Background: an optimization exercise with open tools, aiming at small area and a short achievable clock period. Do not read the settings as production practice. Only simulation tests tie the RTL to the original design; equivalence was not proved. No activity file was given, so power comes from the tool's default toggle rates.

build 46:
## int_controller
module int_controller(FrameIn, SyncVB, SelBlank, WE0, WE1, Buf0Empty, Buf1Empty,
		WData, CSDisplay, VBOut, AILOut, AIPOut, clock, reset);
For scale: roughly 11000 cells after synthesis, about 5100 flip-flops, ~53 I/O pins, about 180000 µm² of cells after synthesis.
export LEC_CHECK = 0
export CAP_MARGIN = 35
export CORE_MARGIN = 2
export CORE_UTILIZATION = 40
export CTS_CLUSTER_DIAMETER = 90
export CTS_CLUSTER_SIZE = 25
export PLACE_DENSITY = 0.75
export SLEW_MARGIN = 35
create_clock -name core_clock -period 9.0 [get_ports {clock}]
standard.sh (not shown) runs the stock make flow with config.mk's settings and CLKGATE_MAP_FILE= SYNTH_SCRIPT=/design/flow/synth_recipe.tcl, a recipe that flattens the netlist after the stock synthesis.
==> flow/flow/run.sh <==
#!/bin/bash
set -euo pipefail
bash standard.sh SETUP_SLACK_MARGIN=6.0 finish > layout.log 2>&1
Build 46: all stages complete, timing, DRC and antenna checks passed
[inputs] build 4 vs build 46
# build 46
export LEC_CHECK = 0
export CAP_MARGIN = 35
export CORE_MARGIN = 2
export CORE_UTILIZATION = 40
export CTS_CLUSTER_DIAMETER = 90
export CTS_CLUSTER_SIZE = 25
export PLACE_DENSITY = 0.75
export SLEW_MARGIN = 35
create_clock -name core_clock -period 9.0 [get_ports {clock}]
# build 4
export LEC_CHECK = 0
export CAP_MARGIN = 35
export CORE_MARGIN = 2
export CORE_UTILIZATION = 40
export CTS_CLUSTER_DIAMETER = 60
export CTS_CLUSTER_SIZE = 25
export SLEW_MARGIN = 35
create_clock -name core_clock -period 9.0 [get_ports {clock}]
Findings:
Against build 46, antenna diode instance count in build 4 fell by a little under 10%.
In the reports for build 46 and build 4, the smaller global-route track usage on met1 belongs to build 46.
Setup slack in build 4 is larger than in build 46.
Looking only at buffering stage count on the worst path with inverters included, and setting everything else aside, the higher value of build 46 and build 4 goes to build 46.
The clock-pin slew reported for the worst setup and hold paths after clock tree synthesis reported for build 4 is smaller than that of build 46 by 40 ps.
The multi-input combinational cell count on build 46 is in line with that on build 4.
Build 4 against build 46: area taken by flip-flops and latches neither gained nor lost much; final cell area excluding filler cells picked up an extra 2.0%; first-pass GRT wire length picked up an extra 59000 µm.
--- input diff build 4..build 37 ---
==> flow/flow/run.sh <==
#!/bin/bash
set -euo pipefail
R=orfs/results/sky130hd/int_controller/base
bash standard.sh SETUP_SLACK_MARGIN=6.0 place > layout_place.log 2>&1
cp $R/3_place.odb $R/3_place_unmoved.odb
IN_ODB=$R/3_place_unmoved.odb OUT_ODB=$R/3_place.odb openroad -exit flow/move_out_flops.tcl > move.log 2>&1
bash standard.sh SETUP_SLACK_MARGIN=6.0 finish > layout_finish.log 2>&1
==> flow/flow/move_out_flops.tcl (new file) <==
# Move each flip-flop that drives only an output port's buffer next to
# that buffer, then legalize. Reads and writes the odb named by env.
read_db $::env(IN_ODB)
set block [ord::get_db_block]
set moved 0
foreach bt [$block getBTerms] {
  if {[$bt getIoType] ne "OUTPUT"} continue
  set net [$bt getNet]
  set buf ""
  foreach it [$net getITerms] { if {[$it isOutputSignal]} { set buf [$it getInst] } }
  if {$buf eq ""} continue
  set in ""
  foreach it [$buf getITerms] { if {[$it isInputSignal]} { set in [$it getNet] } }
  if {$in eq ""} continue
  set drv ""; set nload 0
  foreach it [$in getITerms] { if {[$it isOutputSignal]} { set drv [$it getInst] } else { incr nload } }
  if {$drv eq "" || $nload > 2} continue
  if {![string match "*df*" [[$drv getMaster] getName]]} continue
  set loc [$buf getLocation]
  $drv setLocation [lindex $loc 0] [lindex $loc 1]
  incr moved
  puts "moved [$drv getName] to buffer [$buf getName] of [$bt getName]"
}
puts "MOVED $moved"
detailed_placement
check_placement
write_db $::env(OUT_ODB)
==> comparison <==
Combinational power: build 37 vs build 4 up about 3.7%. Total wirelength of the detailed-routed design ends up higher on build 37. Against build 4 as the reference, build 37 delivers a lower smallest setup slack after layout. Build 4 → build 37: total power went up; via count went up; routed via count divided by cell count did not really move. Build 4 reports its origin of the worst setup path as fm.FrameIn[0] while build 37 reports cb.SelBlank.
Modified inputs, build 11 compared to build 37
==> flow/flow/run.sh <==
#!/bin/bash
set -euo pipefail
bash standard.sh SETUP_SLACK_MARGIN=6.6 'BUFFER_PORTS_ARGS=-buffer_cell sky130_fd_sc_hd__buf_4' finish > layout.log 2>&1
removed: flow/flow/move_out_flops.tcl
==> comparison <==
Build 11: full flow OK, the timing, design-rule and antenna checks passed
Worst-margin pin slew in build 11 vs build 37: down 65 ps
Summary of build 11 over build 37: end-of-flow core utilization has increased, final worst-path setup slack down 3.6 ps, total power now sits lower.

---

Starting RTL as in the previous note.
clock: 9.0 ns
lec_check: 0
cap_margin: 35
core_margin: 2
core_utilization: 40
slew_margin: 35
==> flow/flow/run.sh <==
#!/bin/bash
set -euo pipefail
bash standard.sh SETUP_SLACK_MARGIN=5.6 finish > layout.log 2>&1
The baseline went through all stages and came out clean.
Then changed:
==> flow/flow/run.sh (replaced) <==
#!/bin/bash
set -euo pipefail
bash standard.sh SETUP_SLACK_MARGIN=6.3 'BUFFER_PORTS_ARGS=-buffer_cell sky130_fd_sc_hd__buf_4' finish > layout.log 2>&1
Settings changed: CTS_CLUSTER_DIAMETER from default to 60, CTS_CLUSTER_SIZE from default to 25.
Sequential power stays flat. Routed wire length went up by 8.2%. First-iteration DRC count climbs by 13%. Register-to-register slack gains 0.41 ns. Count of clock-buffer cells in the layout is lower by 323. Combinational power goes up by 19%. Clock skew drops by 0.037 ns. Utilization is higher by 2.2 points. Global-route usage rises by 1.1 points.
Then changed:
==> flow/flow/run.sh (replaced) <==
#!/bin/bash
set -euo pipefail
bash standard.sh SETUP_SLACK_MARGIN=5.8 finish > layout.log 2>&1
Settings changed: CTS_CLUSTER_DIAMETER 60 to 90, PLACE_DENSITY from default to 0.75.
The changed run ran to the end with violations: antenna rules; area after synthesis does not change; via count came out lower by 4.9%; hold slack gains 0.0057 ns; non-clock buffer count came out lower by 662.
Then changed:
==> flow/flow/run.sh (replaced) <==
#!/bin/bash
set -euo pipefail
bash standard.sh SETUP_SLACK_MARGIN=5.6 finish > layout.log 2>&1
Settings changed: CTS_CLUSTER_DIAMETER 90 to 60, PLACE_DENSITY 0.75 to default.
- The changed run finished with timing, DRC and antenna clean
- worst setup slack is worse by 0.042 ns
- wire length came out higher by about 7%
- design area climbs by about 2.4%
- non-clock buffer count came out lower by 68
- global-route usage rose by 2.1 points
- via count went down by about 0.46%
- total power grows by about 14%
- sequential share of layout area goes down by 1.7 points
- synthesized area is unchanged
- first-iteration DRC count went down by 14%
- hold slack got worse by 0.0092 ns

---

## old
int_controller, a different RTL version from the one above (not shown whole).
Size in the first run: about 11,000 cells after synthesis, ~4,900 flip-flops, roughly 53 I/O pins.
clock: 9.0 ns
lec_check: 0
cap_margin: 20
core_margin: 2
core_utilization: 40
slew_margin: 20
run.sh (not shown) runs the stock make flow with config.mk's settings and CLKGATE_MAP_FILE= SYNTH_SCRIPT=/design/flow/synth_recipe.tcl, a recipe that flattens the netlist after the stock synthesis.
Stock flow here: none of the scripts above is used.
The flow for old finished, though final verification flagged capacitance limit, slew limit.
diff inputs: old => new
- SETUP_SLACK_MARGIN now 4.5, previously not set
Findings:
- [flow] new | stages: complete | final checks: fail | reason: capacitance limit, slew limit
- Compared to old, new has non-clock buffer share of cell area 0.69 points higher.
- On fraction of power consumed by combinational cells, new tracks old almost exactly.
- Changes observed in new relative to old: signed area change from the synthesized netlist to the final layout rose 1.3 points; core utilization rose 0.53 points; final worst-path cycle share fell 16 points.
- In new the first-pass GRT wire length turned out 4.1 mm higher than in old.
- new vs. old: wire length reported by the detailed router went up by about 1%.
- new ended up with cb.ResetAddr1 as its origin of the worst setup path; old ended up with ac1.lo[3].
- Between old and new, the flow reports final non-filler cell total increasing slightly.

---

== 07-28 ==
int_controller with an RTL version that a note above also has.
For scale: ~5100 flip-flops, about 53 I/O pins, ~180000 µm² of cells after synthesis.
Settings: LEC_CHECK=0, CAP_MARGIN=35, CORE_MARGIN=2, CORE_UTILIZATION=40, CTS_CLUSTER_DIAMETER=60, CTS_CLUSTER_SIZE=25, SLEW_MARGIN=35; clock period 9.0 ns.
standard.sh (not shown) runs the stock make flow with config.mk's settings and CLKGATE_MAP_FILE= SYNTH_SCRIPT=/design/flow/synth_recipe.tcl, a recipe that flattens the netlist after the stock synthesis.
==> flow/flow/run.sh <==
#!/bin/bash
set -euo pipefail
bash standard.sh SETUP_SLACK_MARGIN=5.8 finish > layout.log 2>&1
07-28 ended with every stage complete and zero timing, DRC or antenna violations.
Input changes introduced in 05-03 (baseline for comparison: 07-28):
Settings: an added PLACE_DENSITY of 0.75.
==> flow/flow/run.sh <==
#!/bin/bash
set -euo pipefail
bash standard.sh SETUP_SLACK_MARGIN=6.0 finish > layout.log 2>&1
## What came out
- On design area, 07-28 and 05-03 are basically level.
- 07-28 -> 05-03: number of enable flip-flop cells after synthesis delta 0, exact match
- Lower number of cells on the worst reg-to-reg path among 07-28 and 05-03: 07-28
- 05-03 vs 07-28, slowest cell on the critical path: sky130_fd_sc_hd__dfxtp_4 vs sky130_fd_sc_hd__nor2b_2
- 05-03 vs 07-28 — first-pass GRT wire length dropped by a few percent
- Looking at TritonCTS buffer count, 05-03 sits about 16% lower than 07-28 does.
- Total power (lower): 05-03
- On core utilization of the finished layout, 07-28 and 05-03 are basically level.

---

Setup of job 101:
Another version of the RTL of int_controller (not shown whole).
For scale: roughly 5100 flip-flops, ~53 I/O pins, roughly 190000 um^2 of cells after synthesis.
clock: 9.0 ns
lec_check: 0
cap_margin: 35
core_margin: 2
core_utilization: 40
cts_cluster_diameter: 60
cts_cluster_size: 25
slew_margin: 35
==> flow/flow/run.sh <==
#!/bin/bash
set -euo pipefail
R=orfs/results/sky130hd/int_controller/base
bash standard.sh SETUP_SLACK_MARGIN=6.0 place > layout_place.log 2>&1
cp $R/3_place.odb $R/3_place_unmoved.odb
IN_ODB=$R/3_place_unmoved.odb OUT_ODB=$R/3_place.odb openroad -exit flow/move_out_flops.tcl > move.log 2>&1
bash standard.sh SETUP_SLACK_MARGIN=6.0 finish > layout_finish.log 2>&1
==> flow/flow/move_out_flops.tcl <==
# Move each flip-flop that drives only an output port's buffer next to
# that buffer, then legalize. Reads and writes the odb named by env.
read_db $::env(IN_ODB)
set block [ord::get_db_block]
set moved 0
foreach bt [$block getBTerms] {
  if {[$bt getIoType] ne "OUTPUT"} continue
  set net [$bt getNet]
  set buf ""
  foreach it [$net getITerms] { if {[$it isOutputSignal]} { set buf [$it getInst] } }
  if {$buf eq ""} continue
  set in ""
  foreach it [$buf getITerms] { if {[$it isInputSignal]} { set in [$it getNet] } }
  if {$in eq ""} continue
  set drv ""; set nload 0
  foreach it [$in getITerms] { if {[$it isOutputSignal]} { set drv [$it getInst] } else { incr nload } }
  if {$drv eq "" || $nload > 2} continue
  if {![string match "*df*" [[$drv getMaster] getName]]} continue
  set loc [$buf getLocation]
  $drv setLocation [lindex $loc 0] [lindex $loc 1]
  incr moved
  puts "moved [$drv getName] to buffer [$buf getName] of [$bt getName]"
}
puts "MOVED $moved"
detailed_placement
check_placement
write_db $::env(OUT_ODB)
Per the final summary, job 101 finished and its layout is clean on timing, DRC and antenna.
Input-level comparison between job 102 and job 101:
==> flow/flow/run.sh <==
#!/bin/bash
set -euo pipefail
bash standard.sh SETUP_SLACK_MARGIN=6.0 finish > layout.log 2>&1
removed: flow/flow/move_out_flops.tcl
==> results.txt <==
- Every run in the comparison, job 101 and job 102, completed the flow with a clean layout.
- The number of buffers inserted to repair setup after CTS of job 102 falls short of that of job 101 by 56.
- Power went down by a few percent going from job 101 to job 102.
- As far as gate count of the mapped netlist goes, job 102 and job 101 are indistinguishable; the numbers are identical.
- The setup slack of job 102 is smaller than that of job 101.

-- separate check: timing with driven ports --
How much do the figures lean on ideal ports? The routed layouts below were timed once more, with nothing changed but the port constraints.
Step 1 sets driving cells, clkbuf_16 on the clock port and buf_2 on the other inputs (assumed; they add their load-dependent delay and slew).
Step 2, shift: input delay + t, output delay - t, t = (earliest + latest rising clock arrival at the registers) / 2. This alone moves slack from input paths to output paths.
a / b / c = no drivers / after step 1 / after step 2; a / b = the first two.
run	t, ns	slack for setup (ns)	worst register clock-pin slew, ns
build 46	1.100	5.504 / 5.399 / 5.024	0.11 / 0.11
build 4	1.119	5.636 / 5.501 / 4.989	0.10 / 0.10
build 37	1.133	5.554 / 5.416 / 4.654	0.09 / 0.09
build 11	1.126	5.550 / 5.436 / 5.088	0.10 / 0.10
the first run of note 2	1.143	5.515 / 5.413 / 4.573	0.07 / 0.07
the second run of note 2	1.090	5.576 / 5.464 / 4.943	0.10 / 0.10
the third run of note 2	1.124	5.520 / 5.397 / 4.763	0.12 / 0.12
the fourth run of note 2	1.083	5.478 / 5.369 / 4.696	0.10 / 0.10
old	1.216	2.467 / 2.467 / 2.467	0.07 / 0.07
new	1.228	3.945 / 3.945 / 3.677	0.07 / 0.07
07-28	1.109	5.574 / 5.487 / 4.751	0.10 / 0.10
05-03	1.113	5.537 / 5.431 / 4.909	0.10 / 0.10
job 101	1.160	5.491 / 5.491 / 4.568	0.10 / 0.10
job 102	1.136	5.365 / 5.365 / 4.908	0.10 / 0.10
The setup slack of the first run of note 2, which loses most, moves by -0.102 ns with the drivers and by -0.942 ns with both steps.
